This is an optimization exercise on Yosys and OpenROAD, whose aim is small area, not a production implementation.
The RTL was checked by simulation tests, not by an equivalence proof against the original design.
No driver is modelled on the clock port, so clocking that relies on it looks cheaper here than on a real chip.
Power is estimated from default activity; no workload was simulated.

## flow/config.mk

```make
export PLATFORM = sky130hd
export DESIGN_NAME = CWRU_Transceiver_RX
export DESIGN_NICKNAME = CWRU_Transceiver_RX
export VERILOG_FILES = /design/flow/design.v
export SDC_FILE = /design/flow/constraint.sdc
export NUM_CORES = 4
export LEC_CHECK = 0
export CAP_MARGIN = 20
export CORE_MARGIN = 2
export CORE_UTILIZATION = 40
export SLEW_MARGIN = 20
```

## flow/constraint.sdc

```tcl
create_clock -name core_clock -period 20.0 [get_ports {CLOCK_50}]
set_input_delay 4.0000 -clock core_clock [delete_from_list [all_inputs] [get_ports {CLOCK_50}]]
set_output_delay 4.0000 -clock core_clock [all_outputs]
set_load 0.01 [all_outputs]
```

## flow/design.v

```verilog
module clk_40_gen(
	input clk_in,
	input rst,
	output reg clk_out,  
	output tick  
);
reg [11:0] counter;  
wire [11:0] counter_inc = counter + 12'h001;
assign tick = (counter_inc == 12'h271) && (clk_out == 1'b0);
always @(posedge clk_in)
begin
	if (rst)
	begin
		clk_out <= 1'b0;
		counter <= 12'h000;
	end
	else if (counter_inc == 12'h271)
	begin
		clk_out <= ~clk_out;
		counter <= 12'h000;
	end
	else
		counter <= counter_inc;
end
endmodule
module shift_sampler(
	input clk,  
	input rst,  
	input en,  
	input signal,  
	output reg [79:0] sample,  
	output reg sample_flag,  
	output [79:0] sample_next,  
	output done  
);
reg [6:0] counter;  
reg [79:0] s;
reg f;
reg [6:0] c;
always @(*)
begin
	s = sample;
	f = sample_flag;
	c = counter;
	if (en)
	begin
		if (f == 1'b0 && signal == 1'b1)
			f = 1'b1;
		if (f == 1'b1 && c > 7'b0000000)
		begin
			s[c] = signal;
			c = c - 7'b0000001;
		end
		if (c == 7'b0000000)
		begin
			s[c] = signal;
			c = 7'b1001111;
			f = 1'b0;
		end
	end
end
assign sample_next = s;
assign done = sample_flag & ~f;  
always @(posedge clk)
begin
	sample <= s;
	if (rst)
	begin
		sample_flag <= 1'b0;
		counter <= 7'b1001111;  
	end
	else
	begin
		sample_flag <= f;
		counter <= c;
	end
end
endmodule
module sample_decoder(
	input clk,  
	input rst,  
	input done,  
	input [79:0] sample,  
	output reg [7:0] code  
);
integer i;  
integer j;  
reg [3:0] window_sum;  
reg [7:0] code_reg;  
always @(*)
begin
	for (i = 0; i <= 7; i = i + 1)
	begin
		window_sum = 4'h0;  
		for (j = i * 10; j <= ((i + 1) * 10) - 1; j = j + 1)
			window_sum = window_sum + sample[j];
		if (window_sum >= 4'h3)  
			code_reg[i] = 1'b1;
		else
			code_reg[i] = 1'b0;
	end
end
always @(posedge clk)
begin
	if (rst)
		code <= 8'h00;
	else if (done)  
		code <= code_reg;
end
endmodule
module HEX_display(
	input clk,  
	input rst,  
	input [7:0] code,
	output reg [6:0] HEX0
);
always @(posedge clk)
begin
	if (rst)
		HEX0 <= 7'b1111111;  
	else if (code == 8'b10000000)
		HEX0 <= 7'b1000000;  
	else if (code == 8'b10100000)
		HEX0 <= 7'b1111001;  
	else if (code == 8'b10101000)
		HEX0 <= 7'b0100100;  
	else if (code == 8'b10101010)
		HEX0 <= 7'b0110000;  
end
endmodule
module CWRU_Transceiver_RX(
	input CLOCK_50,  
	input rst,  
	input [35:0] GPIO_1,  
	output [6:0] HEX0  
);
wire clk_40, tick_40, sample_flag, sample_done;
wire [79:0] sample, sample_next;
wire [7:0] code;
clk_40_gen c(CLOCK_50, rst, clk_40, tick_40);  
shift_sampler s(CLOCK_50, rst, tick_40, GPIO_1[15], sample, sample_flag, sample_next, sample_done);  
sample_decoder d(CLOCK_50, rst, sample_done, sample_next, code);  
HEX_display h(CLOCK_50, rst, code, HEX0);  
endmodule
```

## flow/run.sh

```bash
#!/bin/bash
# synth_recipe.tcl (not shown) runs the flow's synth.tcl, then flattens the netlist and writes it again
# the make line also repeats each setting of config.mk as NAME=value (left out here)
make -C /OpenROAD-flow-scripts/flow DESIGN_CONFIG=/design/flow/config.mk WORK_HOME=/design/flow/orfs CLKGATE_MAP_FILE= SYNTH_SCRIPT=/design/flow/synth_recipe.tcl finish
```

==> metrics.yaml, run 1 <==
synth_area_leader_cell: "dfxtp_1"
cts_resized: 0
hold_ws_ns: 0.451
start_util: 0.406
grt_pass1_vias: 5651
drt-vias-per-instance: 5.34
clockRootBuffer: "clkbuf_16"
antenna_found_initial: 0
grt_max_degree: 51
drive_gt1_frac: 0.127
tns_ns: 0
finalInstanceArea_mm2: 0.00879
syn_to_final_growth_pct: 11.5
grt_pass1_wl_um: 29900
ctsHoldBuffers: 0
r2r_start: "s.counter[0]"
clk_path_buf_depth: 2
drv_cap: 0
ys_seq_area_frac: 0.292
synthTopCellsByCount: "115 x dfxtp_1, 72 x nand2_1, 71 x inv_1, 58 x nand3_1, 48 x fa_1"
fin_nets: 990
ys_ff_latch: 115
finalHoldViolations: 0
clk_latency_ns: 0.42
die_area_mm2: 0.0208
async_flop_share: 0
netlist.area_leader.share: 0.292
max_freq_mhz: 91.7
ant_nets: 0
cts_buffers: 17
synth.most_common_cell: "dfxtp_1"
cts.clk_slew.worst_paths_ns: 0.05
critPathMaxFanout: 50
synth_edf_count: 0
die_w_um: 144
path_class: "input port to register"
ioPinCount: 45
drc: 0
min_from: "h.HEX0[1]"
skew_ns: 0.0116
worstPathArrival_ns: 11.21
clock_sinks: 115
p_per_area_mw_per_mm2: 60.7
finalMaxSlewViolations: 0
largest_reg_flops: 80
crit_path_end_kind: "register"
synth_area_per_cell_um2: 9.08
finalSetupViolCount: 0
cts_tree: "built"
synth.distinct_cells: 70
rr_worst_depth: 23
slowest_stage: "a21oi_1"
fin_crit_sh: 0.545
syn-cell-area_mm2: 0.00788
outcome: "complete, no violations"
vias: 6065
nFillCells: 1886
diodes: 0
dr.pass1.iters: 5
drt_iter0_drc: 270
die_h_um: 144
grt-ovfl-total: 0
ys.flop_type: "dfxtp_1"
dpl.hpwl_um: 13200
place.port_buffers: 9
placed_area_mm2: 0.00821
worst_ep_required_time_ns: 20.31
synth.net_count: 1000
synth_warnings: 4
cpPeakStageDelay_ns: 0.69
p_leak_nw: 3.61
peakVddDrop_mv: 0.0589
synth_top_cells_by_area: "dfxtp_1 29%, fa_1 12%, ha_1 7.3%, mux2_2 4.6%, mux2i_1 4.4%"
synthCells: 868
startpoint: "GPIO_1[15]"
rows: 51
hold_path.class: "register to register"
tightest_slew_ns: 0.831
cp-start-kind: "input port"
fin_crit_ns: 10.90
post-cts-setup-buffer-count: 0
worstHoldPathCells: 1
routed_wl_um: 18600
crit_top_cell: "fa_1"
h-tree-depth: 4
relSlewSlack: 0.446
grt_setup_unrepaired: "no"
wl_per_cell_um: 16.4
grtUsageTotal: 0.188
crit_chain: "clkdlybuf4s50_1 -> buf_4 -> nor2_1 -> a21oi_1 -> o21ai_0 -> ha_1 -> or4_1 -> nor3_1 -> mux2_2 -> ha_1 -> inv_1 -> fa_1 -> fa_1 -> inv_1 -> fa_1 -> fa_1 -> inv_1 -> fa_1 -> inv_1 -> o21ai_0 -> nand4_1 -> or2_0 -> o211a_1"
gp_congestion: 0.952
fp.coreArea_mm2: 0.0194
logic make-up after synthesis:
logic type / after synthesis / synth area share
muxes: 69 / 0.0930
adders and majority gates: 94 / 0.195
DFF: 115 / 0.292
and+or+nand+nor: 277 / 0.181
buffers and inverters: 129 / 0.0651
AOI/OAI and AO/OA: 163 / 0.151
xor gates and xnor gates: 21 / 0.0233
per-stage QoR:
step           power, W  cells  setup slack (ns)   util
2_1_floorplan  0.000242    868             10.80      -
3_3_place_gp   0.000245   1104              8.77  0.423
3_5_place_dp   0.000245   1104              8.72  0.423
4_1_cts        0.000539   1136              9.17  0.453
5_1_grt        0.000552   1136              8.62  0.453
6_report       0.000533   1136              9.10  0.453
layout make-up:
| class | instances | area [um^2] | share of cell area |
|---|---|---|---|
| clock buffer | 23 | 498 | 0.0567 |
| clock inverter | 9 | 77.6 | 0.00883 |
| inverter | 72 | 270 | 0.0307 |
| multi-input combinational | 624 | 5080 | 0.578 |
| sequential | 115 | 2300 | 0.262 |
| tap | 265 | 332 | 0.0377 |
| timing repair buffer | 28 | 233 | 0.0265 |
power breakdown:
part	total [W]	internal, W	switching [W]
Clock	0.000293	0.000186	0.000107
Sequential	0.000231	0.000230	0.00000112
Combinational	0.00000957	0.00000259	0.00000698
Total	0.000533	0.000418	0.000115
metal layers:
layer	vias to the layer above	global-route usage	share of wire	wire, um
li1	3011	-	-	-
met5	-	0	0	0
met2	154	0.291	0.44	8260
met1	2877	0.261	0.48	8980
met3	23	0.0391	0.054	1010
met4	0	0.0649	0.020	371
final timing paths:
| check | slack [ns] | to |
|---|---|---|
| setup / recovery | 9.10 | d.code[0] |
| hold / removal | 0.45 | h.HEX0[1] |
| setup reg to reg | 12.41 | d.code[0] |
| hold reg to reg | 0.45 | h.HEX0[1] |
layout by cell type (no fill, tap or decap), types with 10 or more instances in the layout:
cell type,synthesis,routed
fa_1,48,48
a31oi_1,12,12
o21ai_0,39,39
buf_4,4,19
nor3_1,21,21
nand2_1,72,72
o2bb2ai_1,24,24
inv_1,71,71
a21oi_1,17,17
xor2_1,10,10
mux2i_1,35,35
nor2_1,44,44
nand4_1,17,17
a2bb2oi_1,10,10
ha_1,46,46
xnor2_1,11,11
dfxtp_1,115,115
mux2_2,32,32
nand3_1,58,58
clkbuf_16,0,17
worst max-delay path: cells and delay by family:
kind	cells	cell delay (ns)
adders and majority gates	7	2.57
and+or+nand+nor	5	1.69
AOI/OAI and AO/OA	4	1.39
buffers and inverters	6	1.13
muxes	1	0.41
==> run 2: changes to the inputs <==
==> flow/design.v (replaced) <==
module clk_40_gen(
	input clk,
	input rst,
	output tick  
);
localparam [10:0] POL = 11'b01010101010;
reg [10:0] q;
wire [10:0] v = q ^ POL;
assign tick = (v == 11'd1753);
wire fb = v[10] ^ v[1] ^ tick;
always @(posedge clk)
begin
	if (rst)
		q <= 11'd1770 ^ POL;
	else
		q <= {v[9:0], fb} ^ POL;
end
endmodule
module sample_decoder(
	input clk,  
	input rst,  
	input en,  
	input signal,  
	output idle,  
	output reg [2:0] st  
);
localparam [3:0] P9 = 4'b0111, P1 = 4'b1001, P0 = 4'b0011;
reg [2:0] win;
reg [3:0] pos;
reg ca, cb;  
wire at_p0 = (pos == P0);
assign idle = (win == 3'd7) && (pos == P9);
wire go = en && (!idle || signal);  
wire last = (win == 3'd0) && (pos == P1);  
wire wend = at_p0 || last;  
wire bit_set = (ca & ~cb) | (signal & (last ? (ca | cb) : (ca & cb)));
wire [3:0] pos_step = {pos[2:0], pos[3] ^ pos[2] ^ at_p0};
wire [2:0] win_dec = {win[2] ^ ~(win[1] | win[0]), ~(win[1] ^ win[0]), ~win[0]};
always @(posedge clk)
begin
	if (rst || (go && last))
		pos <= P9;
	else if (go)
		pos <= pos_step;
	if (rst)
		win <= 3'd7;
	else if (go && wend)
		win <= win_dec;
	if (rst || (go && wend))
	begin
		ca <= 1'b0;
		cb <= 1'b0;
	end
	else if (en && signal)
	begin
		ca <= ca | cb;
		cb <= ~ca;
	end
	if (rst)
		st <= 3'b111;
	else if (go && wend)
	begin
		case (win)
			3'd7: st <= bit_set ? 3'b100 : 3'b111;
			3'd5: st[1] <= st[1] | bit_set;
			3'd3: if (bit_set) st <= {~st[1] | st[0], ~st[1] | st[0], 1'b1};
			3'd1: if (bit_set) st <= {st[2], 1'b1, st[2]};
			default: if (bit_set) st <= 3'b111;
		endcase
	end
end
endmodule
module HEX_display(
	input clk,  
	input rst,  
	input load,  
	input [2:0] st,  
	output [6:0] HEX0
);
reg [2:0] h;
always @(posedge clk)
begin
	if (rst)
		h <= 3'b111;  
	else if (load && !(&st))
		h <= st;
end
assign HEX0[6] = h[2];
assign HEX0[5] = ~h[2] | h[1] | h[0];
assign HEX0[4] = h[1];
assign HEX0[3] = h[2] & h[1];
assign HEX0[2] = h[0];
assign HEX0[1] = &h;
assign HEX0[0] = h[2] & h[1];
endmodule
module CWRU_Transceiver_RX(
	input CLOCK_50,  
	input rst,  
	input [35:0] GPIO_1,  
	output [6:0] HEX0  
);
wire tick_40, idle;
wire [2:0] result;
clk_40_gen c(CLOCK_50, rst, tick_40);  
sample_decoder d(CLOCK_50, rst, tick_40, GPIO_1[15], idle, result);  
HEX_display h(CLOCK_50, rst, idle, result, HEX0);  
endmodule
--- a/flow/config.mk
+++ b/flow/config.mk
@@ -8,4 +8,7 @@
 export CAP_MARGIN = 20
 export CORE_MARGIN = 2
 export CORE_UTILIZATION = 40
+export CTS_BUF_LIST = sky130_fd_sc_hd__clkbuf_8
+export CTS_CLUSTER_DIAMETER = 100
+export CTS_CLUSTER_SIZE = 30
 export SLEW_MARGIN = 20
==> metrics.yaml, run 2 <==
outcome: "complete, no violations"
synth_warnings: 3  # -1
p_seq_frac: 0.539  # +0.106
ant_nets: 0  # unchanged
ctsHoldBuffers: 0  # unchanged
fp.coreArea_mm2: 0.00278  # -86%
rr_worst_depth: 8  # -65%
die_w_um: 58.4  # -60%
pwr-share-clk: 0.428  # -0.121
drt-vias-per-instance: 5.36  # +0.37%
synth.most_common_cell: "dfxtp_1"
syn-cell-area_mm2: 0.00118  # -85%
synth.net_count: 175  # -83%
top_register: "c.q"
die_h_um: 58.4  # -60%
largest_reg_flops: 11  # -86%
synth_area_per_cell_um2: 9.10  # +0.14%
grt_setup_unrepaired: "no"
ys_seq_area_frac: 0.440  # +0.148
synth_edf_count: 0  # unchanged
netlist.area_leader.share: 0.440  # +0.148
synth_area_leader_cell: "dfxtp_1"
grt-ovfl-total: 0  # unchanged
diodes: 0  # unchanged
ioPinCount: 45  # unchanged
hold_path.class: "register to register"
finalMaxSlewViolations: 0  # unchanged
critPathMaxFanout: 4  # -92%
synth.distinct_cells: 35  # -50%
worstHoldPathCells: 1  # unchanged
cts_tree: "built"
switchingPower_w: 0.0000190  # -84%
clk_latency_ns: 0.26  # -0.16 ns
cts_buffers: 3  # -14
wl_per_cell_um: 12.7  # -22%
peakVddDrop_mv: 0.0413  # -30%
relSlewSlack: 0.586  # +0.140
synth_top_cells_by_area: "dfxtp_1 44%, ha_1 7.4%, nor2_1 6.0%, nand2_1 3.2%, o21ai_0 3.0%"
grtUsageTotal: 0.145  # -0.0434
tightest_slew_ns: 0.619  # -0.212 ns
p_per_area_mw_per_mm2: 73.5  # +21%
rows: 19  # -63%
r2r_end: "d.st[0]"
final_cell_mix: "26 x dfxtp_1, 19 x nor2_1, 10 x nand2_1"
worstPathArrival_ns: 5.67  # -5.54 ns
drc: 0  # unchanged
dpl.hpwl_um: 1620  # -88%
drt_iter0_drc: 43  # -84%
gp_congestion: 0.831  # -13%
async_flop_share: 0  # unchanged
clockRootBuffer: "clkbuf_8"
p_comb_frac: 0.033  # +0.015
ys.flop_type: "dfxtp_1"
h-tree-depth: 1  # -3
sw_frac_of_total: 0.189  # -0.0268
final_common_cell: "dfxtp_1"
path_class: "input port to register"
routed_wl_um: 2170  # -88%
skew_ns: 0.00314  # -0.00846 ns
r2r_start: "d.win[1]"
cp-endpoint: "d.st[0]"
die_area_mm2: 0.00341  # -84%
dr.pass1.iters: 4  # -1
grt_pass1_wl_um: 3850  # -87%
fin_crit_ns: 5.51  # -5.39 ns
reg.largest.list: "c.q (11), d.pos (4)"
vias: 911  # -85%
place.port_buffers: 9  # unchanged
placed_area_mm2: 0.00129  # -84%
clk_path_buf_depth: 2  # unchanged
fin_crit_sh: 0.276  # -0.270
antenna_found_initial: 0  # unchanged
post-cts-setup-buffer-count: 0  # unchanged
syn_to_final_growth_pct: 15.3
grt_max_degree: 17  # -67%
finalHoldViolations: 0  # unchanged
cp-start-kind: "input port"
ys_ff_latch: 26  # -77%
clock_sinks: 26  # -77%
cts.clk_slew.worst_paths_ns: 0.09  # +0.04 ns
worst_ep_required_time_ns: 20.16  # -0.15 ns
drv_cap: 0  # unchanged
startpoint: "GPIO_1[15]"
cts_resized: 0  # unchanged
synthTopCellsByCount: "26 x dfxtp_1, 19 x nor2_1, 10 x nand2_1, 8 x inv_1"
finalSetupViolCount: 0  # unchanged
finalInstanceArea_mm2: 0.00136  # -84%
synthCells: 130  # -85%
fin_nets: 185  # -81%
max_freq_mhz: 181  # +98%
grt_pass1_vias: 867  # -85%
crit_path_end_kind: "register"
internal_power_w: 0.0000813  # -81%
tns_ns: 0  # unchanged
p_leak_nw: 0.555  # -85%
r2r_slack_ns: 17.86  # +5.45 ns
drive_gt1_frac: 0.0791  # -0.0483
start_util: 0.425  # +0.0187
-- run 2: worst min path at each step --
stage	from	to	slack, ns
final	c.q[5]	c.q[6]	0.39
after detailed placement	c.q[5]	c.q[6]	0.38
after global routing	c.q[9]	c.q[10]	0.40
after CTS	c.q[9]	c.q[10]	0.40
after global placement	c.q[9]	c.q[10]	0.36
after floorplan	c.q[5]	c.q[6]	0.35
-- run 2: final cells by class --
cell class                      instances  area [um^2]
Clock buffer                            3         41.3
Sequential cell                        26          520
Fill cell                             280         1420
Multi-Input combinational cell         92          613
Inverter                                8         30.0
Clock inverter                          1         30.0
Timing Repair Buffer                    9         90.1
Tap cell                               31         38.8
-- run 2: logic make-up after synthesis --
family | count (synthesis) | synth area share
and+or+nand+nor | 56 | 0.259
DFF | 26 | 0.440
AOI/OAI and AO/OA | 22 | 0.128
buffers and inverters | 12 | 0.0413
adders and majority gates | 7 | 0.0741
muxes | 4 | 0.0349
xor gates and xnor gates | 3 | 0.0222
-- run 2: power groups by stage --
stage	clock, W	combinational [W]	sequential, W
2_1_floorplan	0	0.00000238	0.0000550
3_3_place_gp	0	0.00000322	0.0000552
3_5_place_dp	0	0.00000335	0.0000553
4_1_cts	0.0000442	0.00000334	0.0000541
5_1_grt	0.0000471	0.00000367	0.0000543
6_report	0.0000430	0.00000329	0.0000540
-- run 2: worst max-delay path, stage by stage --
cell and delay [ns]:
clkdlybuf4s50_1 0.55, mux2_2 0.19, o21ai_2 0.08, a2111oi_4 0.42, a21boi_1 0.11, a311o_1 0.32
-- run 2: metrics by stage --
step	total power [W]	cells	util	setup WS (ns)	hold slack [ns]
after floorplan	0.0000574	130	-	14.89	0.354
after global placement	0.0000584	166	0.465	14.21	0.362
after detailed placement	0.0000586	166	0.465	14.19	0.376
after CTS	0.000102	170	0.490	14.48	0.399
after global routing	0.000105	170	0.490	14.39	0.405
final	0.000100	170	0.490	14.49	0.395
-- run 2: layer usage --
metal  global-route usage  wire length [um]  vias to the layer above
met5                    0                 0                        -
met4               0.0299                 0                        0
met3               0.0264                54                        0
met2                0.252              1060                       10
met1                0.187              1050                      430
li1                     -                 -                      471
==> run 3: changes to the inputs <==
==> flow/flow/run.sh (new file) <==
#!/bin/bash
# The standard layout (standard.sh), with two knobs of ORFS's own scripts set:
# port buffers of the smallest buffer cell, and clock tree synthesis without
# dummy loads and with one clock buffer type.
set -euo pipefail
export BUFFER_PORTS_ARGS="-buffer_cell sky130_fd_sc_hd__buf_1"
export CTS_ARGS="-sink_clustering_enable -repair_clock_nets -dont_use_dummy_load -buf_list sky130_fd_sc_hd__clkbuf_8"
bash standard.sh finish > standard_flow.log 2>&1
==> flow/standard.sh (new file) <==
#!/bin/bash
# synth_recipe.tcl (not shown) runs the flow's synth.tcl, then flattens the netlist and writes it again
# the make line also repeats each setting of config.mk as NAME=value (left out here)
make -C /OpenROAD-flow-scripts/flow DESIGN_CONFIG=/design/flow/config.mk WORK_HOME=/design/flow/orfs CLKGATE_MAP_FILE= SYNTH_SCRIPT=/design/flow/synth_recipe.tcl "${@:-finish}"
--- a/flow/config.mk
+++ b/flow/config.mk
@@ -8,7 +8,4 @@
 export CAP_MARGIN = 20
 export CORE_MARGIN = 2
 export CORE_UTILIZATION = 40
-export CTS_BUF_LIST = sky130_fd_sc_hd__clkbuf_8
-export CTS_CLUSTER_DIAMETER = 100
-export CTS_CLUSTER_SIZE = 30
 export SLEW_MARGIN = 20
removed: flow/run.sh
==> metrics.yaml, run 3 <==
rows: 19  # unchanged
antenna_found_initial: 0  # unchanged
ys.flop_type: "dfxtp_1"
syn_to_final_growth_pct: 8.04
drt-vias-per-instance: 5.50  # +2.6%
synth_top_cells_by_area: "dfxtp_1 44%, ha_1 7.4%, nor2_1 6.0%, nand2_1 3.2%, o21ai_0 3.0%"
tightest_slew_ns: 0.743  # +0.124 ns
place.port_buffers: 9  # unchanged
synth.most_common_cell: "dfxtp_1"
max_freq_mhz: 193  # +6.5%
cts_resized: 0  # unchanged
start_util: 0.425  # unchanged
synth.distinct_cells: 35  # unchanged
ys_seq_area_frac: 0.440  # unchanged
synthCells: 130  # unchanged
synth.net_count: 175  # unchanged
netlist.area_leader.share: 0.440  # unchanged
clk_path_buf_depth: 2  # unchanged
ioPinCount: 45  # unchanged
drt_iter0_drc: 29  # -33%
dpl.hpwl_um: 1610  # -0.84%
synthTopCellsByCount: "26 x dfxtp_1, 19 x nor2_1, 10 x nand2_1, 8 x inv_1"
finalMaxSlewViolations: 0  # unchanged
grt_pass1_wl_um: 3760  # -2.3%
synth_warnings: 3  # unchanged
drv_cap: 0  # unchanged
final_cell_mix: "26 x dfxtp_1, 19 x nor2_1, 10 x nand2_1"
post-cts-setup-buffer-count: 0  # unchanged
die_h_um: 58.4  # unchanged
grt-ovfl-total: 0  # unchanged
die_w_um: 58.4  # unchanged
path_class: "input port to register"
clock_sinks: 26  # unchanged
worstPathArrival_ns: 5.34  # -0.33 ns
worst_ep_required_time_ns: 20.16  # about the same
synth_area_per_cell_um2: 9.10  # unchanged
syn-cell-area_mm2: 0.00118  # unchanged
ys_ff_latch: 26  # unchanged
hold_path.class: "register to register"
p_leak_nw: 0.512  # -7.6%
grt_pass1_vias: 857  # -1.2%
finalInstanceArea_mm2: 0.00128  # -6.3%
relSlewSlack: 0.505  # -0.0813
diodes: 0  # unchanged
async_flop_share: 0  # unchanged
finalHoldViolations: 0  # unchanged
peakVddDrop_mv: 0.0682  # +65%
tns_ns: 0  # unchanged
cts.clk_slew.worst_paths_ns: 0.08  # about the same
ant_nets: 0  # unchanged
top_register: "c.q"
critPathMaxFanout: 4  # unchanged
skew_ns: 0.00499  # +0.00185 ns
fin_crit_sh: 0.259  # -0.0167
multi_input_area_um2: 613  # unchanged
cts_buffers: 3  # unchanged
wl_per_cell_um: 13.0  # +2.1%
dr.pass1.iters: 6  # +2
die_area_mm2: 0.00341  # unchanged
grt_setup_unrepaired: "no"
grt_max_degree: 17  # unchanged
regArea_um2: 520  # unchanged
grtUsageTotal: 0.145  # about the same
drive_gt1_frac: 0.0725  # -0.00667
ctsHoldBuffers: 0  # unchanged
placed_area_mm2: 0.00124  # -4.4%
synth_edf_count: 0  # unchanged
p_per_area_mw_per_mm2: 67.0  # -8.8%
clk_latency_ns: 0.27  # about the same
clockRootBuffer: "clkbuf_8"
largest_reg_flops: 11  # unchanged
routed_wl_um: 2200  # +1.5%
fp.coreArea_mm2: 0.00278  # unchanged
drc: 0  # unchanged
fin_crit_ns: 5.18  # -0.334 ns
vias: 929  # +2.0%
r2r_slack_ns: 17.89  # +0.03 ns
finish.utilization: 0.459  # -0.0310
cts_tree: "built"
fin_nets: 185  # unchanged
final_common_cell: "dfxtp_1"
finalSetupViolCount: 0  # unchanged
outcome: "complete, no violations"
h-tree-depth: 1  # unchanged
reg.largest.list: "c.q (11), d.pos (4)"
synth_area_leader_cell: "dfxtp_1"
cp-start-kind: "input port"
nFillCells: 259  # -7.5%
crit_path_end_kind: "register"
gp_congestion: 0.854  # +2.8%
run 3: cell counts after synthesis:
No cell type changed its count.
run 3: per-layer routing:
metal	GRT usage	vias up	part of all wire
li1	-	473	-
met1	0.172	433	0.47
met2	0.241	19	0.48
met3	0.0418	4	0.032
met4	0.0664	0	0.014
met5	0	-	0
run 3: layout make-up:
type,instances,share of cell area
Timing Repair Buffer,9,0.0264
Tap cell,31,0.0304
Sequential cell,26,0.407
Multi-Input combinational cell,92,0.480
Inverter,8,0.0235
Clock buffer,3,0.0323
run 3: cells by family after synthesis:
group           share of synthesized area
compound gates                      0.128
xor+xnor                           0.0222
fa+ha+maj                          0.0741
buf+inv                            0.0413
flops                               0.440
mux                                0.0349
simple gates                        0.259
run 3: report_power, final:
part / leakage [nW] / internal (W) / total, W / switching (W)
clock network: 0.0216 / 0.0000135 / 0.0000286 / 0.0000151
registers: 0.213 / 0.0000532 / 0.0000540 / 0.000000786
logic: 0.278 / 0.00000109 / 0.00000307 / 0.00000198
run 3: worst paths after layout:
| path | from | cells past startpoint | endpoint |
|---|---|---|---|
| hold reg to reg | c.q[5] | 1 | c.q[6] |
| setup reg to reg | d.win[0] | 8 | d.st[0] |
| setup / recovery | GPIO_1[15] | 6 | d.st[0] |
| hold / removal | c.q[5] | 1 | c.q[6] |
run 3: through the flow:
step                cells  worst slack [ns]  total power [W]  hold slack (ns)
floorplan             130             14.89        0.0000574            0.354
global placement      166             14.57        0.0000582            0.359
detailed placement    166             14.54        0.0000583            0.371
CTS                   169             14.84        0.0000872            0.398
global route          169             14.79        0.0000894            0.403
finish                169             14.82        0.0000857            0.394
run 3: critical path, cell delays in order:
cell and delay (ns):
buf_1 0.19, mux2_2 0.20, o21ai_2 0.08, a2111oi_4 0.44, a21boi_1 0.11, a311o_1 0.33
==> run 4: changes to the inputs <==
==> flow/flow/run.sh (replaced) <==
#!/bin/bash
# The standard layout (standard.sh), with two knobs of ORFS's own scripts set:
# port buffers of the smallest buffer cell, and clock tree synthesis without
# dummy loads and with one clock buffer type.
set -euo pipefail
export BUFFER_PORTS_ARGS="-buffer_cell sky130_fd_sc_hd__buf_1"
export CTS_ARGS="-sink_clustering_enable -repair_clock_nets -dont_use_dummy_load -buf_list sky130_fd_sc_hd__clkbuf_16 -root_buf sky130_fd_sc_hd__clkbuf_16 -sink_clustering_size 30 -sink_clustering_max_diameter 200"
bash standard.sh finish > standard_flow.log 2>&1
==> metrics.yaml, run 4 <==
final_cell_mix: "26 x dfxtp_1, 19 x nor2_1, 10 x nand2_1"
finalSetupViolCount: 0  # unchanged
grt_max_degree: 17  # unchanged
die_w_um: 58.4  # unchanged
tightest_slew_ns: 0.715  # -0.0275 ns
synth.net_count: 175  # unchanged
worst_ep_required_time_ns: 20.14  # -0.02 ns
fin_crit_ns: 5.18  # +0.00140 ns
skew_ns: 0.00352  # -0.00148 ns
drive_gt1_frac: 0.0725  # unchanged
reg.largest.list: "c.q (11), d.pos (4)"
crit_path_end_kind: "register"
dp_slack_ns: 14.54  # unchanged
dr.pass1.iters: 4  # -2
critPathMaxFanout: 4  # unchanged
regArea_um2: 520  # unchanged
synth_top_cells_by_area: "dfxtp_1 44%, ha_1 7.4%, nor2_1 6.0%, nand2_1 3.2%, o21ai_0 3.0%"
die_h_um: 58.4  # unchanged
relSlewSlack: 0.523  # +0.0183
hold_path.class: "register to register"
syn-cell-area_mm2: 0.00118  # unchanged
worstPathArrival_ns: 5.33  # about the same
outcome: "complete, no violations"
cpPeakStageDelay_ns: 0.43  # about the same
grt-ovfl-total: 0  # unchanged
place.port_buffers: 9  # unchanged
die_area_mm2: 0.00341  # unchanged
ioPinCount: 45  # unchanged
syn_to_final_growth_pct: 10.9
largest_reg_flops: 11  # unchanged
ys_seq_area_frac: 0.440  # unchanged
netlist.area_leader.share: 0.440  # unchanged
cp-start-kind: "input port"
p_per_area_mw_per_mm2: 76.4  # +14%
met3_usage: 0.0462  # +0.00440
gp_congestion: 0.854  # unchanged
cts.clk_slew.worst_paths_ns: 0.06  # -0.02 ns
placed_area_mm2: 0.00124  # unchanged
grtUsageTotal: 0.145  # +0.000394
fin_crit_sh: 0.259  # about the same
clk_path_buf_depth: 2  # unchanged
cts_buffers: 3  # unchanged
synthCells: 130  # unchanged
ys.flop_type: "dfxtp_1"
cp_top_family: "compound AO/OA/AOI/OAI gates"
slowest_stage: "a2111oi_4"
drc: 0  # unchanged
final_common_cell: "dfxtp_1"
crit_chain: "buf_1 -> mux2_2 -> o21ai_2 -> a2111oi_4 -> a21boi_1 -> a311o_1"
cts_resized: 0  # unchanged
fin_total_pwr_w: 0.000100  # +17%
post-cts-setup-buffer-count: 0  # unchanged
fin_ws_ns: 14.82  # -0.00140 ns
max_freq_mhz: 193  # about the same
drt_iter0_drc: 29  # unchanged
p_leak_nw: 0.528  # +3.0%
wl_per_cell_um: 13.0  # about the same
multi_input_area_um2: 613  # unchanged
vias: 915  # -1.5%
clk_latency_ns: 0.26  # about the same
ys_ff_latch: 26  # unchanged
synthTopCellsByCount: "26 x dfxtp_1, 19 x nor2_1, 10 x nand2_1, 8 x inv_1"
finalHoldViolations: 0  # unchanged
synth_area_per_cell_um2: 9.10  # unchanged
diodes: 0  # unchanged
cts_tree: "built"
routed_wl_um: 2200  # about the same
finalMaxSlewViolations: 0  # unchanged
nFillCells: 257  # -0.77%
synth.distinct_cells: 35  # unchanged
globalRoute.busiestLayer: "met2"
clockRootBuffer: "clkbuf_16"
clock_sinks: 26  # unchanged
grt_pass1_wl_um: 3770  # +0.37%
fp.coreArea_mm2: 0.00278  # unchanged
start_util: 0.425  # unchanged
top_register: "c.q"
drt-vias-per-instance: 5.41  # -1.5%
antenna_found_initial: 0  # unchanged
tns_ns: 0  # unchanged
ant_nets: 0  # unchanged
fin_nets: 185  # unchanged
synth.most_common_cell: "dfxtp_1"
path_class: "input port to register"
h-tree-depth: 1  # unchanged
grt_use_met1: 0.181  # +0.00937
dpl.hpwl_um: 1610  # unchanged
grt_pass1_vias: 834  # -2.7%
met2_usage: 0.242  # +0.00161
synth_edf_count: 0  # unchanged
synth_area_leader_cell: "dfxtp_1"
ctsHoldBuffers: 0  # unchanged
synth_warnings: 3  # unchanged
drv_cap: 0  # unchanged
rows: 19  # unchanged
critical_path_buf_inv_count: 1  # unchanged
grt_setup_unrepaired: "no"
finalInstanceArea_mm2: 0.00131  # +2.6%
peakVddDrop_mv: 0.0793  # +16%
async_flop_share: 0  # unchanged
[run 4: cell counts after synthesis]
No cell type changed its count.
[run 4: kinds of logic after synthesis]
logic type               count (synthesis)  synth area share
AND/OR/NAND/NOR                         56             0.259
flip-flops                              26             0.440
AO/OA/AOI/OAI                           22             0.128
buffers and inverters                   12            0.0413
adder cells (fa/ha/maj)                  7            0.0741
multiplexers                             4            0.0349
XOR/XNOR                                 3            0.0222
[run 4: per-layer routing]
metal | vias to the layer above | share of wire | wire [um]
met5 | - | 0 | 0
li1 | 472 | - | -
met4 | 0 | 0.0059 | 13
met1 | 422 | 0.46 | 1010
met2 | 19 | 0.49 | 1080
met3 | 2 | 0.045 | 98
[run 4: final cells by class]
class                      count  share of cell area
inverter                       8              0.0229
sequential                    26               0.397
multi-input combinational     92               0.468
clock buffer                   3              0.0573
tap                           31              0.0296
timing repair buffer           9              0.0258
[run 4: through the flow]
| stage | utilization | std cells | hold slack (ns) |
|---|---|---|---|
| 6_report | 0.471 | 169 | 0.392 |
| 5_1_grt | 0.471 | 169 | 0.397 |
| 2_1_floorplan | - | 130 | 0.354 |
| 4_1_cts | 0.471 | 169 | 0.392 |
| 3_3_place_gp | 0.444 | 166 | 0.359 |
| 3_5_place_dp | 0.444 | 166 | 0.371 |
[run 4: worst paths after layout]
check | startpoint | to | slack (ns) | cells after the start
hold reg to reg | c.q[9] | c.q[10] | 0.39 | 1
setup reg to reg | d.win[0] | d.st[0] | 17.90 | 8
hold / removal | c.q[9] | c.q[10] | 0.39 | 1
setup / recovery | GPIO_1[15] | d.st[0] | 14.82 | 6
[run 4: power by group]
group	internal, W	switching, W	total, W
sequential	0.0000533	0.000000805	0.0000541
combinational	0.00000109	0.00000196	0.00000305
clock	0.0000264	0.0000165	0.0000430
==> run 5: changes to the inputs <==
==> flow/flow/run.sh (replaced) <==
#!/bin/bash
# Own layout flow: the standard flow (standard.sh) with three changes.
#  1. After the standard synthesis, the logic between the registers is
#     re-mapped by ABC for area (flow/resyn.tcl, flow/area.abc); registers
#     keep their instances, names and cells.
#  2. Port buffers use the smallest buffer cell (buffer_ports -buffer_cell).
#  3. Clock tree synthesis without dummy loads, with clkbuf_8 tree buffers.
# Each tool's output goes to its own log file in this folder.
set -euo pipefail
W=$PWD
R=$W/orfs/results/$FLOW_PLATFORM/CWRU_Transceiver_RX/base
export BUFFER_PORTS_ARGS="-buffer_cell sky130_fd_sc_hd__buf_1"
export CTS_ARGS="-sink_clustering_enable -repair_clock_nets -dont_use_dummy_load -buf_list sky130_fd_sc_hd__clkbuf_8"

bash standard.sh synth > $W/log_1_standard_synth.log 2>&1
cp $R/1_2_yosys.v $W/standard_netlist.v

export LIB_FILE=$FLOW_HOME/platforms/$FLOW_PLATFORM/lib/sky130_fd_sc_hd__tt_025C_1v80.lib
export IN_NETLIST=$W/standard_netlist.v
export OUT_NETLIST=$W/resyn_netlist.v
export TOP=$FLOW_TOP
export ABC_SCRIPT=$W/flow/area.abc
DU=""
for c in probe_p_8 probec_p_8 lpflow_bleeder_1 lpflow_clkbufkapwr_1 lpflow_clkbufkapwr_16 \
  lpflow_clkbufkapwr_2 lpflow_clkbufkapwr_4 lpflow_clkbufkapwr_8 lpflow_clkinvkapwr_1 \
  lpflow_clkinvkapwr_16 lpflow_clkinvkapwr_2 lpflow_clkinvkapwr_4 lpflow_clkinvkapwr_8 \
  lpflow_decapkapwr_12 lpflow_decapkapwr_3 lpflow_decapkapwr_4 lpflow_decapkapwr_6 \
  lpflow_decapkapwr_8 lpflow_inputiso0n_1 lpflow_inputiso0p_1 lpflow_inputiso1n_1 \
  lpflow_inputiso1p_1 lpflow_inputisolatch_1 lpflow_isobufsrc_1 lpflow_isobufsrc_16 \
  lpflow_isobufsrc_2 lpflow_isobufsrc_4 lpflow_isobufsrc_8 lpflow_isobufsrckapwr_16 \
  lpflow_lsbuf_lh_hl_isowell_tap_1 lpflow_lsbuf_lh_hl_isowell_tap_2 \
  lpflow_lsbuf_lh_hl_isowell_tap_4 lpflow_lsbuf_lh_isowell_4 lpflow_lsbuf_lh_isowell_tap_1 \
  lpflow_lsbuf_lh_isowell_tap_2 lpflow_lsbuf_lh_isowell_tap_4; do
  DU="$DU -dont_use sky130_fd_sc_hd__$c"
done
export ABC_DONT_USE="$DU"
YOSYS=$(command -v yosys || echo $FLOW_HOME/../tools/install/yosys/bin/yosys)
if $YOSYS -c $W/flow/resyn.tcl > $W/log_2_resyn.log 2>&1 && [[ -s $OUT_NETLIST ]]; then
  cp $OUT_NETLIST $R/1_2_yosys.v
  rm -f $R/1_synth.odb $R/1_synth.sdc
fi

bash standard.sh finish > $W/log_3_standard_finish.log 2>&1
==> flow/flow/area.abc (new file) <==
&get -n
&st
&deepsyn -T 20
&dch -f
&nf -a -R 1000
&put
topo
==> flow/flow/resyn.tcl (new file) <==
# Re-map the combinational logic of the standard synthesis netlist for area.
# Registers are kept as they are (same instances, names and cells); only the
# logic between them is re-mapped by ABC. Reads IN_NETLIST, writes OUT_NETLIST.
yosys read_liberty -ignore_miss_func -ignore_miss_dir $::env(LIB_FILE)
# sequential cells stay as they are
foreach c [list sky130_fd_sc_hd__dfxtp_1 sky130_fd_sc_hd__dfxtp_2 sky130_fd_sc_hd__dfxtp_4 \
             sky130_fd_sc_hd__dfrtp_1 sky130_fd_sc_hd__dfstp_1 sky130_fd_sc_hd__edfxtp_1 \
             sky130_fd_sc_hd__dfxbp_1 sky130_fd_sc_hd__dfrbp_1 sky130_fd_sc_hd__sdfxtp_1] {
  yosys blackbox $c
}
yosys read_verilog $::env(IN_NETLIST)
yosys hierarchy -top $::env(TOP)
yosys flatten
yosys opt_clean -purge
yosys abc -liberty $::env(LIB_FILE) {*}$::env(ABC_DONT_USE) -script $::env(ABC_SCRIPT)
yosys opt_clean -purge
yosys hilomap -singleton -hicell sky130_fd_sc_hd__conb_1 HI -locell sky130_fd_sc_hd__conb_1 LO
yosys opt_clean -purge
yosys rename -hide w:*.*
yosys stat -liberty $::env(LIB_FILE)
yosys write_verilog -noattr -noexpr -nohex -nodec $::env(OUT_NETLIST)
==> metrics.yaml, run 5 <==
finalHoldViolations: 0  # unchanged
rows: 18  # -1
outcome: "complete, no violations"
die_h_um: 53.7  # -8.0%
vias: 811  # -11%
synthCells: 116  # -11%
grt_pass1_wl_um: 2930  # -22%
start_util: 0.410  # -0.0149
dp_cells: 156  # -6.0%
ioPinCount: 45  # unchanged
grtUsageTotal: 0.141  # -0.00441
grt_pass1_vias: 707  # -15%
finalMaxSlewViolations: 0  # unchanged
fin_nets: 169  # -8.6%
top_register: "c.q"
fin_crit_sh: 0.249  # -0.0101
fin_cells: 159  # -5.9%
cp-start-kind: "register"
die_w_um: 53.7  # -8.0%
synth.net_count: 154  # -12%
grt-ovfl-total: 0  # unchanged
placed_area_mm2: 0.00107  # -14%
critPathMaxFanout: 5  # +1
synth_warnings: 3  # unchanged
peakVddDrop_mv: 0.0474  # -40%
clk_latency_ns: 0.26  # about the same
drv_cap: 0  # unchanged
tns_ns: 0  # unchanged
die_area_mm2: 0.00288  # -15%
post-cts-setup-buffer-count: 0  # unchanged
cts_resized: 0  # unchanged
relSlewSlack: 0.651  # +0.128
antenna_found_initial: 0  # unchanged
skew_ns: 0.00757  # +0.00405 ns
reg.largest.list: "c.q (11), d.pos (4)"
fin_total_pwr_w: 0.0000851  # -15%
finalInstanceArea_mm2: 0.00111  # -15%
fp.coreArea_mm2: 0.00241  # -13%
crit_path_end_kind: "output pin"
ant_nets: 0  # unchanged
routed_wl_um: 1710  # -22%
hold_path.class: "register to register"
max_freq_mhz: 201  # +4.0%
h-tree-depth: 1  # unchanged
drt_iter0_drc: 17  # -41%
regArea_um2: 520  # unchanged
place.port_buffers: 9  # unchanged
p_leak_nw: 0.408  # -23%
tightest_slew_ns: 0.518  # -0.197 ns
worstPathArrival_ns: 0.98  # -4.35 ns
p_per_area_mw_per_mm2: 76.7  # +0.49%
cts.clk_slew.worst_paths_ns: 0.08  # +0.02 ns
finalSetupViolCount: 0  # unchanged
grt_setup_unrepaired: "no"
final_common_cell: "dfxtp_1"
clock_sinks: 26  # unchanged
clockRootBuffer: "clkbuf_8"
worst_ep_required_time_ns: 16.00  # -4.14 ns
nFillCells: 236  # -8.2%
diodes: 0  # unchanged
synth_area_per_cell_um2: 8.52  # -6.3%
dpl.hpwl_um: 1270  # -21%
dr.pass1.iters: 4  # unchanged
drc: 0  # unchanged
largest_reg_flops: 11  # unchanged
drt-vias-per-instance: 5.10  # -5.8%
wl_per_cell_um: 10.8  # -17%
syn_to_final_growth_pct: 12.2
drive_gt1_frac: 0.0310  # -0.0415
ctsHoldBuffers: 0  # unchanged
grt_max_degree: 27  # +10
clk_path_buf_depth: 2  # unchanged
final_cell_mix: "26 x dfxtp_1, 21 x nor2_1, 10 x nand2_1, 10 x a21oi_1"
multi_input_area_um2: 457  # -26%
gp_congestion: 0.731  # -14%
cts_tree: "built"
syn-cell-area_um2: 988  # -16%
fin_crit_ns: 4.98  # -0.201 ns
cts_buffers: 3  # unchanged
path_class: "register to output pin"
==> run 5: routing by layer <==
layer | GRT usage | vias up | part of all wire
li1 | - | 431 | -
met1 | 0.169 | 357 | 0.51
met2 | 0.236 | 19 | 0.43
met3 | 0.0333 | 4 | 0.044
met4 | 0.0641 | 0 | 0.015
met5 | 0 | - | 0
==> run 5: report_power, final <==
part | internal, W | switching, W
logic | 0.00000117 | 0.00000150
clock network | 0.0000135 | 0.0000147
registers | 0.0000532 | 0.00000100
==> run 5: path summary, 6_finish.rpt <==
path                                end  slack, ns  startpoint  cells past startpoint
worst max-delay path            HEX0[3]      15.02      h.h[1]                      2
worst min-delay path             c.q[8]       0.40      c.q[7]                      1
worst max register to register  d.st[0]      17.40    d.pos[3]                      9
worst min register to register   c.q[8]       0.40      c.q[7]                      1
==> run 5: worst max-delay path: stages (launching register included) <==
cell,delay (ns)
dfxtp_1,0.39
and2_0,0.17
buf_1,0.16
==> run 5: through the flow <==
stage               setup slack, ns  hold WS (ns)   util
floorplan                     15.10         0.364      -
global placement              14.86         0.384  0.443
detailed placement            14.86         0.384  0.443
CTS                           14.99         0.402  0.460
global route                  14.89         0.426  0.460
finish                        15.02         0.399  0.460
==> run 5: area by class of cell <==
type,instances,share of cell area
sequential,26,0.470
multi-input combinational,87,0.412
clock buffer,3,0.0372
timing repair buffer,10,0.0372
tap,30,0.0339
inverter,3,0.0102
==> run 6: changes to the inputs <==
--- a/flow/config.mk
+++ b/flow/config.mk
@@ -6,6 +6,6 @@
 export NUM_CORES = 4
 export LEC_CHECK = 0
 export CAP_MARGIN = 20
-export CORE_MARGIN = 2
-export CORE_UTILIZATION = 40
+export CORE_AREA = 2 2 64 64
+export DIE_AREA = 0 0 66 66
 export SLEW_MARGIN = 20
==> metrics.yaml, run 6 <==
outcome: "complete, no violations"
cts_resized: 0  # unchanged
die_w_um: 66  # +23%
finalMaxSlewViolations: 0  # unchanged
internal_power_w: 0.0000678  # -0.13%
p_comb_frac: 0.031  # about the same
post-cts-setup-buffer-count: 0  # unchanged
drc: 0  # unchanged
relSlewSlack: 0.334  # -0.318
finalHoldViolations: 0  # unchanged
dr.pass1.iters: 4  # unchanged
ctsHoldBuffers: 0  # unchanged
grt_pass1_wl_um: 3320  # +13%
cts_buffers: 3  # unchanged
largest_reg_flops: 11  # unchanged
drv_cap: 0  # unchanged
fp.coreArea_mm2: 0.00369  # +53%
cts_tree: "built"
start_util: 0.268  # -0.142
drt_iter0_drc: 31  # +14
die_area_mm2: 0.00436  # +51%
fin_crit_ns: 4.99  # +0.00810 ns
clk_path_buf_depth: 2  # unchanged
drive_gt1_frac: 0.0234  # -0.00757
clk_latency_ns: 0.27  # about the same
skew_ns: 0.00868  # +0.00111 ns
cp-start-kind: "input port"
switchingPower_w: 0.0000176  # +2.0%
p_per_area_mw_per_mm2: 75.9  # -1.0%
tns_ns: 0  # unchanged
clock_sinks: 26  # unchanged
met2_usage: 0.165  # -0.0704
gp_congestion: 0.742  # +1.4%
p_seq_frac: 0.635  # -0.003
fin_crit_sh: 0.249  # +0.000405
rr_worst_depth: 9  # unchanged
drt-vias-per-instance: 4.64  # -9.0%
crit_path_end_kind: "register"
globalRoute.busiestLayer: "met2"
synth_warnings: 3  # unchanged
diodes: 0  # unchanged
tightest_slew_ns: 1.00  # +0.482 ns
place.port_buffers: 9  # unchanged
die_h_um: 66  # +23%
top_register: "c.q"
final_cell_mix: "26 x dfxtp_1, 21 x nor2_1, 10 x nand2_1, 10 x a21oi_1"
cts.clk_slew.worst_paths_ns: 0.09  # about the same
ant_nets: 0  # unchanged
grtUsageTotal: 0.0970  # -0.0437
clockRootBuffer: "clkbuf_8"
p_leak_nw: 0.403  # -1.2%
ioPinCount: 45  # unchanged
syn-cell-area_um2: 988  # unchanged
grt_max_degree: 27  # unchanged
routed_wl_um: 1850  # +8.1%
wl_per_cell_um: 10.5  # -2.3%
h-tree-depth: 1  # unchanged
antenna_found_initial: 0  # unchanged
vias: 817  # +0.74%
grt-ovfl-total: 0  # unchanged
worst_ep_required_time_ns: 20.21  # +4.21 ns
hold_path.class: "register to register"
sw_frac_of_total: 0.206  # +0.00350
synth_area_per_cell_um2: 8.52  # unchanged
final_common_cell: "dfxtp_1"
synthCells: 116  # unchanged
grt_setup_unrepaired: "no"
finalSetupViolCount: 0  # unchanged
critPathMaxFanout: 26  # +21
dpl.hpwl_um: 1330  # +5.4%
fin_total_pwr_w: 0.0000853  # +0.31%
syn_to_final_growth_pct: 13.7
pwr-share-clk: 0.334  # +0.003
synth.net_count: 154  # unchanged
reg.largest.list: "c.q (11), d.pos (4)"
path_class: "input port to register"
grt_use_met1: 0.119  # -0.0503
grt_pass1_vias: 797  # +13%
worstHoldPathCells: 1  # unchanged
peakVddDrop_mv: 0.0343  # -28%
fin_nets: 168  # -0.59%
max_freq_mhz: 200  # -0.16%
rows: 22  # +4
met3_usage: 0.0204  # -0.0129
worstPathArrival_ns: 5.20  # +4.22 ns
run 6: cell count changes in the layout (fill, tap and decap cells not counted), sizes merged:
cell	previous run	this run
buf	10	9
run 6: path summary, 6_finish.rpt:
path | startpoint | to | slack (ns)
worst max register to register | d.pos[3] | d.st[0] | 17.43
worst min register to register | c.q[7] | c.q[8] | 0.40
worst min-delay path | c.q[7] | c.q[8] | 0.40
worst max-delay path | rst | d.pos[0] | 15.01
run 6: worst max-delay path: stages:
cell and delay [ns]:
buf_1 0.72, nand2b_1 0.23, or2_0 0.12, o31a_1 0.12
run 6: final cells by class:
cell class,count,area [um^2]
Clock buffer,3,41.3
Fill cell,396,2560
Inverter,3,11.3
Multi-Input combinational cell,87,457
Sequential cell,26,520
Tap cell,48,60.1
Timing Repair Buffer,9,33.8
run 6: metrics by stage:
| step | util | hold WS (ns) | setup WS [ns] | area, um^2 | std cells |
|---|---|---|---|---|---|
| 2_1_floorplan | - | 0.364 | 15.10 | 988 | 116 |
| 3_3_place_gp | 0.293 | 0.379 | 14.78 | 1080 | 173 |
| 3_5_place_dp | 0.293 | 0.383 | 14.74 | 1080 | 173 |
| 4_1_cts | 0.305 | 0.401 | 15.00 | 1120 | 176 |
| 5_1_grt | 0.305 | 0.419 | 14.89 | 1120 | 176 |
| 6_report | 0.305 | 0.398 | 15.01 | 1120 | 176 |
run 6: power groups by stage:
| stage | Combinational [W] | Sequential [W] | Clock (W) |
|---|---|---|---|
| 2_1_floorplan | 0.00000156 | 0.0000552 | 0 |
| 3_3_place_gp | 0.00000251 | 0.0000554 | 0 |
| 3_5_place_dp | 0.00000266 | 0.0000554 | 0 |
| 4_1_cts | 0.00000268 | 0.0000542 | 0.0000295 |
| 5_1_grt | 0.00000312 | 0.0000544 | 0.0000316 |
| 6_report | 0.00000265 | 0.0000542 | 0.0000285 |
run 6: metal layers:
layer,vias up,part of all wire
met5,-,0
met4,0,0.015
met3,5,0.038
met2,17,0.43
met1,364,0.51
li1,431,-
==> run 7: changes to the inputs <==
--- a/flow/flow/run.sh
+++ b/flow/flow/run.sh
@@ -1,25 +1,29 @@
 #!/bin/bash
 # Own layout flow: the standard flow (standard.sh) with three changes.
 #  1. After the standard synthesis, the logic between the registers is
-#     re-mapped by ABC for area (flow/resyn.tcl, flow/area.abc); registers
-#     keep their instances, names and cells.
+#     re-mapped by ABC for area (flow/resyn.tcl), several times with
+#     different seeds; the smallest netlist that a SAT check proves
+#     equivalent to the standard one (flow/cut.py, flow/equiv.tcl) is laid
+#     out. Registers keep their instances, names and cells.
 #  2. Port buffers use the smallest buffer cell (buffer_ports -buffer_cell).
-#  3. Clock tree synthesis without dummy loads, with clkbuf_8 tree buffers.
+#  3. Clock tree synthesis without dummy loads; afterwards (flow/post_cts.tcl)
+#     the root clock buffer drives all clock sinks through one net.
 # Each tool's output goes to its own log file in this folder.
 set -euo pipefail
 W=$PWD
 R=$W/orfs/results/$FLOW_PLATFORM/CWRU_Transceiver_RX/base
 export BUFFER_PORTS_ARGS="-buffer_cell sky130_fd_sc_hd__buf_1"
+export POST_CTS_TCL=$W/flow/post_cts.tcl
+export CLOCK_PORT_NET=CLOCK_50
+export CLOCK_ROOT_CELL=sky130_fd_sc_hd__clkbuf_2
+export CLOCK_COLLAPSE=0
 export CTS_ARGS="-sink_clustering_enable -repair_clock_nets -dont_use_dummy_load -buf_list sky130_fd_sc_hd__clkbuf_8"
 
 bash standard.sh synth > $W/log_1_standard_synth.log 2>&1
 cp $R/1_2_yosys.v $W/standard_netlist.v
 
 export LIB_FILE=$FLOW_HOME/platforms/$FLOW_PLATFORM/lib/sky130_fd_sc_hd__tt_025C_1v80.lib
-export IN_NETLIST=$W/standard_netlist.v
-export OUT_NETLIST=$W/resyn_netlist.v
 export TOP=$FLOW_TOP
-export ABC_SCRIPT=$W/flow/area.abc
 DU=""
 for c in probe_p_8 probec_p_8 lpflow_bleeder_1 lpflow_clkbufkapwr_1 lpflow_clkbufkapwr_16 \
   lpflow_clkbufkapwr_2 lpflow_clkbufkapwr_4 lpflow_clkbufkapwr_8 lpflow_clkinvkapwr_1 \
@@ -35,8 +39,36 @@
 done
 export ABC_DONT_USE="$DU"
 YOSYS=$(command -v yosys || echo $FLOW_HOME/../tools/install/yosys/bin/yosys)
-if $YOSYS -c $W/flow/resyn.tcl > $W/log_2_resyn.log 2>&1 && [[ -s $OUT_NETLIST ]]; then
-  cp $OUT_NETLIST $R/1_2_yosys.v
+PY=$(command -v python3)
+
+mkdir -p $W/resyn
+$PY $W/flow/cut.py $W/standard_netlist.v $W/resyn/gold_cut.v > $W/log_2_cut_gold.log 2>&1
+# candidates: deep AIG synthesis with different seeds and times, then area mapping
+run_cand() {
+  local k=$1 t=$2 s=$3
+  printf '&get -n\n&st\n&deepsyn -T %s -S %s\n&dch -f\n&nf -a -R 1000\n&st\n&dch -f\n&nf -a -R 1000\n&put\ntopo\n' $t $s > $W/resyn/c$k.abc
+  ( export ABC_SCRIPT=$W/resyn/c$k.abc IN_NETLIST=$W/standard_netlist.v OUT_NETLIST=$W/resyn/c$k.v
+    $YOSYS -c $W/flow/resyn.tcl > $W/log_2_resyn_c$k.log 2>&1 &&
+    $PY $W/flow/cut.py $W/resyn/c$k.v $W/resyn/c${k}_cut.v > $W/log_2_cut_c$k.log 2>&1 &&
+    GOLD_CUT=$W/resyn/gold_cut.v GATE_CUT=$W/resyn/c${k}_cut.v $YOSYS -c $W/flow/equiv.tcl > $W/log_2_equiv_c$k.log 2>&1 &&
+    grep -m1 "Chip area" $W/log_2_resyn_c$k.log | awk '{print $NF}' > $W/resyn/c$k.area ) || true
+}
+k=0
+for t in 20 40; do
+  for s in 1 2 3 4; do
+    k=$((k+1)); run_cand $k $t $s &
+  done
+  wait
+done
+best=""; best_area=""
+for a in $W/resyn/c*.area; do
+  [[ -s $a ]] || continue
+  v=$(cat $a)
+  if [[ -z $best_area ]] || awk -v x=$v -v y=$best_area 'BEGIN{exit !(x<y)}'; then best=${a%.area}; best_area=$v; fi
+done
+echo "best: $best $best_area" > $W/log_2_resyn_best.log
+if [[ -n $best ]]; then
+  cp $best.v $R/1_2_yosys.v
   rm -f $R/1_synth.odb $R/1_synth.sdc
 fi
 
==> flow/flow/cut.py (new file) <==
# Cut a flat gate netlist at its registers for a combinational equivalence
# check: each register's outputs become inputs of the module and its
# inputs (but the clock) become outputs. usage: cut.py IN.v OUT.v
import re, sys
SEQ = re.compile(r'sky130_fd_sc_hd__(dfxtp|dfrtp|dfstp|edfxtp|dfxbp|dfrbp|sdfxtp)_\d+$')
OUTPINS = {'Q', 'Q_N'}
src = re.sub(r'\(\*.*?\*\)', '', open(sys.argv[1]).read(), flags=re.S)
inst = re.compile(r'(sky130_fd_sc_hd__\w+)\s+(\\\S+|\w+)\s*\((.*?)\);', re.S)
pins = re.compile(r'\.(\w+)\(\s*([^()]*?)\s*\)')
ports, asg = [], []
def rep(m):
    cell, name, body = m.group(1), m.group(2), m.group(3)
    if not SEQ.match(cell):
        return m.group(0)
    key = re.sub(r'[^A-Za-z0-9_]', '_', name)
    for p, net in pins.findall(body):
        if p == 'CLK' or not net:
            continue
        if p in OUTPINS:
            ports.append(('input', f'QI_{key}_{p}')); asg.append(f'assign {net} = QI_{key}_{p};')
        else:
            ports.append(('output', f'DO_{key}_{p}')); asg.append(f'assign DO_{key}_{p} = {net};')
    return ''
body = inst.sub(rep, src)
m = re.search(r'module\s+(\S+)\s*\(([^)]*)\);', body)
body = body[:m.end(2)] + ''.join(', ' + n for _, n in ports) + body[m.end(2):]
i = body.index(');', m.start()) + 2
body = body[:i] + ''.join(f'\n  {d} {n};' for d, n in ports) + body[i:]
j = body.rindex('endmodule')
body = body[:j] + ''.join('\n  ' + a for a in asg) + '\n' + body[j:]
open(sys.argv[2], 'w').write(body)
print(len(ports), 'register pins cut')
==> flow/flow/equiv.tcl (new file) <==
# Combinational equivalence of two netlists cut at their registers
# (flow/cut.py): GOLD_CUT and GATE_CUT, top module TOP.
yosys read_liberty -ignore_miss_func -ignore_miss_dir $::env(LIB_FILE)
yosys read_verilog $::env(GOLD_CUT)
yosys rename $::env(TOP) gold
yosys read_verilog $::env(GATE_CUT)
yosys rename $::env(TOP) gate
yosys flatten gold gate
yosys opt_clean
yosys miter -equiv -flatten -make_assert gold gate miter
yosys hierarchy -top miter
yosys sat -verify -prove-asserts miter
==> flow/flow/post_cts.tcl (new file) <==
# After clock tree synthesis: with CLOCK_COLLAPSE 1, drive every clock sink
# from the root clock buffer through one net, replacing the leaf buffers of
# the small H-tree; either way size the root buffer as CLOCK_ROOT_CELL.
set block [ord::get_db_block]
set clk_port_net [$block findNet $::env(CLOCK_PORT_NET)]
set root ""
foreach it [$clk_port_net getITerms] {
  if {[$it isInputSignal] || [$it getIoType] eq "INPUT"} {
    set inst [$it getInst]
    if {[string match "sky130_fd_sc_hd__clkbuf_*" [[$inst getMaster] getName]]} { set root $inst }
  }
}
if {$root eq ""} { puts "post_cts: no root clock buffer found, tree left as is"; return }
set rootnet [[$root findITerm X] getNet]
if {!$::env(CLOCK_COLLAPSE)} {
  # keep the tree; only size the root buffer, which drives the leaf buffers
  replace_cell [$root getName] $::env(CLOCK_ROOT_CELL)
  detailed_placement
  check_placement -verbose
  estimate_parasitics -placement
  return
}
set leaves {}
foreach it [$rootnet getITerms] {
  set inst [$it getInst]
  if {$inst eq $root} continue
  if {[string match "sky130_fd_sc_hd__clkbuf_*" [[$inst getMaster] getName]]} { lappend leaves $inst }
}
set moved 0
foreach leaf $leaves {
  set lnet [[$leaf findITerm X] getNet]
  foreach it [$lnet getITerms] {
    if {[$it getInst] eq $leaf} continue
    $it disconnect
    $it connect $rootnet
    incr moved
  }
  [$leaf findITerm A] disconnect
  [$leaf findITerm X] disconnect
  odb::dbInst_destroy $leaf
  odb::dbNet_destroy $lnet
}
puts "post_cts: removed [llength $leaves] leaf clock buffers, moved $moved sinks to [$rootnet getName]"
replace_cell [$root getName] $::env(CLOCK_ROOT_CELL)
detailed_placement
check_placement -verbose
estimate_parasitics -placement
report_clock_min_period
removed: flow/flow/area.abc
==> metrics.yaml, run 7 <==
switchingPower_w: 0.0000194  # +11%
relSlewSlack: 0.380  # +0.0464
clock_sinks: 26  # unchanged
crit_top_cell: "a21oi_1"
max_freq_mhz: 176  # -12%
p_comb_frac: 0.066  # +0.035
hold_path.class: "register to register"
fp.coreArea_mm2: 0.00369  # unchanged
top_register: "c.q"
finalHoldViolations: 0  # unchanged
critPathMaxFanout: 24  # -7.7%
fin_nets: 163  # -3.0%
internal_power_w: 0.0000667  # -1.6%
syn-cell-area_um2: 985  # -0.38%
drv_cap: 0  # unchanged
drt_iter0_drc: 28  # -9.7%
worstHoldPathCells: 1  # unchanged
die_w_um: 66  # unchanged
synthCells: 111  # -4.3%
fin_ws_ns: 14.32  # -0.691 ns
rr_worst_depth: 10  # +1
reg.largest.list: "c.q (11), d.pos (4)"
slowest_stage: "buf_1"
p_seq_frac: 0.644  # +0.009
die_h_um: 66  # unchanged
place.port_buffers: 9  # unchanged
dr.pass1.iters: 3  # -1
finish.utilization: 0.301  # -0.00339
tightest_slew_ns: 0.930  # -0.0695 ns
syn_to_final_growth_pct: 12.8
wl_per_cell_um: 9.99  # -5.0%
drt-vias-per-instance: 4.54  # -2.2%
drive_gt1_frac: 0.0244  # +0.000953
dpl.hpwl_um: 1290  # -3.5%
cp-start-kind: "input port"
fin_crit_sh: 0.284  # +0.0345
clk_latency_ns: 0.29  # +0.02 ns
synth.net_count: 149  # -3.2%
ant_nets: 0  # unchanged
grt_use_met1: 0.103  # -0.0161
grt_max_degree: 25  # -7.4%
outcome: "complete, no violations"
p_per_area_mw_per_mm2: 77.5  # +2.1%
final_cell_mix: "26 x dfxtp_1, 19 x nor2_1, 10 x nor3_1"
dp_slack_ns: 14.03  # -0.709 ns
crit_chain: "buf_1 -> a21oi_1 -> a21oi_1 -> a21boi_0 -> nand3_1 -> o21ai_0 -> a21oi_1"
p_leak_nw: 0.406  # +0.76%
path_class: "input port to register"
grt_setup_unrepaired: "no"
tns_ns: 0  # unchanged
cts_tree: "built"
critical_path_buf_inv_count: 1  # unchanged
skew_ns: 0.0104  # +0.00173 ns
dp_cells: 168  # -2.9%
cp.depth: 7  # +3
antenna_found_initial: 0  # unchanged
start_util: 0.267  # -0.00102
cp_top_family: "compound AO/OA/AOI/OAI gates"
drc: 0  # unchanged
fin_cells: 171  # -2.8%
rows: 22  # unchanged
grt_pass1_wl_um: 2930  # -12%
met3_usage: 0.0358  # +0.0153
die_area_mm2: 0.00436  # unchanged
ioPinCount: 45  # unchanged
worstPathArrival_ns: 5.84  # +0.64 ns
sw_frac_of_total: 0.226  # +0.0199
cts.clk_slew.worst_paths_ns: 0.09  # about the same
met2_usage: 0.146  # -0.0189
synth_warnings: 3  # unchanged
diodes: 0  # unchanged
peakVddDrop_mv: 0.0379  # +11%
grtUsageTotal: 0.0883  # -0.00869
globalRoute.busiestLayer: "met2"
synth_area_per_cell_um2: 8.87  # +4.1%
finalSetupViolCount: 0  # unchanged
crit_path_end_kind: "register"
finalMaxSlewViolations: 0  # unchanged
grt_pass1_vias: 695  # -13%
gp_congestion: 0.741  # about the same
largest_reg_flops: 11  # unchanged
pwr-share-clk: 0.290  # -0.044
vias: 776  # -5.0%
routed_wl_um: 1710  # -7.7%
fin_crit_ns: 5.68  # +0.691 ns
grt-ovfl-total: 0  # unchanged
cpPeakStageDelay_ns: 0.67  # -0.05 ns
worst_ep_required_time_ns: 20.16  # -0.05 ns
final_common_cell: "dfxtp_1"
==> run 7: metal layers <==
layer	part of all wire	routed length [um]
met1	0.52	885
met2	0.43	736
met3	0.044	75
met4	0.0059	10
met5	0	0
==> run 7: path summary, 6_finish.rpt <==
| path | start | to | slack, ns |
|---|---|---|---|
| worst max register to register | c.q[8] | d.st[1] | 17.30 |
| worst min register to register | c.q[9] | c.q[10] | 0.40 |
| worst max-delay path | rst | d.st[1] | 14.32 |
| worst min-delay path | c.q[9] | c.q[10] | 0.40 |
==> run 7: worst reg2reg max path, cell delays in order (launching register included) <==
cell      delay, ns
dfxtp_1        0.31
or4_1          0.55
nor3_1         0.28
nand2_1        0.11
nor2_1         0.18
a21oi_1        0.13
a21oi_1        0.27
a21boi_0       0.44
nand3_1        0.14
o21ai_0        0.10
a21oi_1        0.05
==> run 7: cell type report <==
class	instances	area, um^2
Tap cell	48	60.1
Clock buffer	3	32.5
Multi-Input combinational cell	83	457
Sequential cell	26	520
Fill cell	413	2580
Timing Repair Buffer	9	33.8
Inverter	2	7.51
==> run 7: stage by stage <==
step / power (W) / instance area [um^2] / hold slack, ns
final: 0.0000861 / 1110 / 0.400
after global routing: 0.0000908 / 1110 / 0.416
after detailed placement: 0.0000625 / 1080 / 0.381
after global placement: 0.0000622 / 1080 / 0.375
after floorplan: 0.0000600 / 985 / 0.364
==> run 7: power by group through the flow <==
stage	clock network (W)	logic [W]	registers, W
2_1_floorplan	0	0.00000360	0.0000564
3_3_place_gp	0	0.00000558	0.0000566
3_5_place_dp	0	0.00000575	0.0000567
5_1_grt	0.0000283	0.00000664	0.0000558
6_report	0.0000249	0.00000570	0.0000555

-- port drivers added, routing unchanged --
The results above use ideal ports. As a check the final layouts listed here were re-extracted and re-timed, cells and wires unchanged.
Step 1 sets driving cells, clkbuf_16 on the clock port and buf_2 on the other inputs (assumed; they add their load-dependent delay and slew).
Step 2 times the ports against the registers' clock, not the clock port: input delays grow and output delays shrink by t, the midpoint of the rising clock arrivals with the driver on.
Three values: no drivers, after step 1, after step 2; two values: the first two.
run	t (ns)	setup WS [ns]	worst setup path at the end	slew at the worst register clock pin (ns)	cell pins on the clock port's net
run 1	0.460	9.095 / 9.110 / 8.650	input to register	0.06 / 0.06	1
run 2	0.284	14.486 / 14.484 / 14.200	input to register	0.09 / 0.09	1
run 3	0.288	14.820 / 14.824 / 14.536	input to register	0.08 / 0.08	1
run 4	0.281	14.819 / 14.826 / 14.545	input to register	0.06 / 0.06	1
run 5	0.284	15.020 / 14.996 / 14.827	input to register	0.08 / 0.08	1
run 6	0.284	15.012 / 14.992 / 14.720	input to register	0.09 / 0.09	1
run 7	0.305	14.321 / 14.315 / 14.010	input to register	0.09 / 0.09	1
After both steps setup and hold are still met in every run listed. For run 1, which loses most, drivers alone change the setup slack by +0.015 ns; drivers and shift together by -0.445 ns.
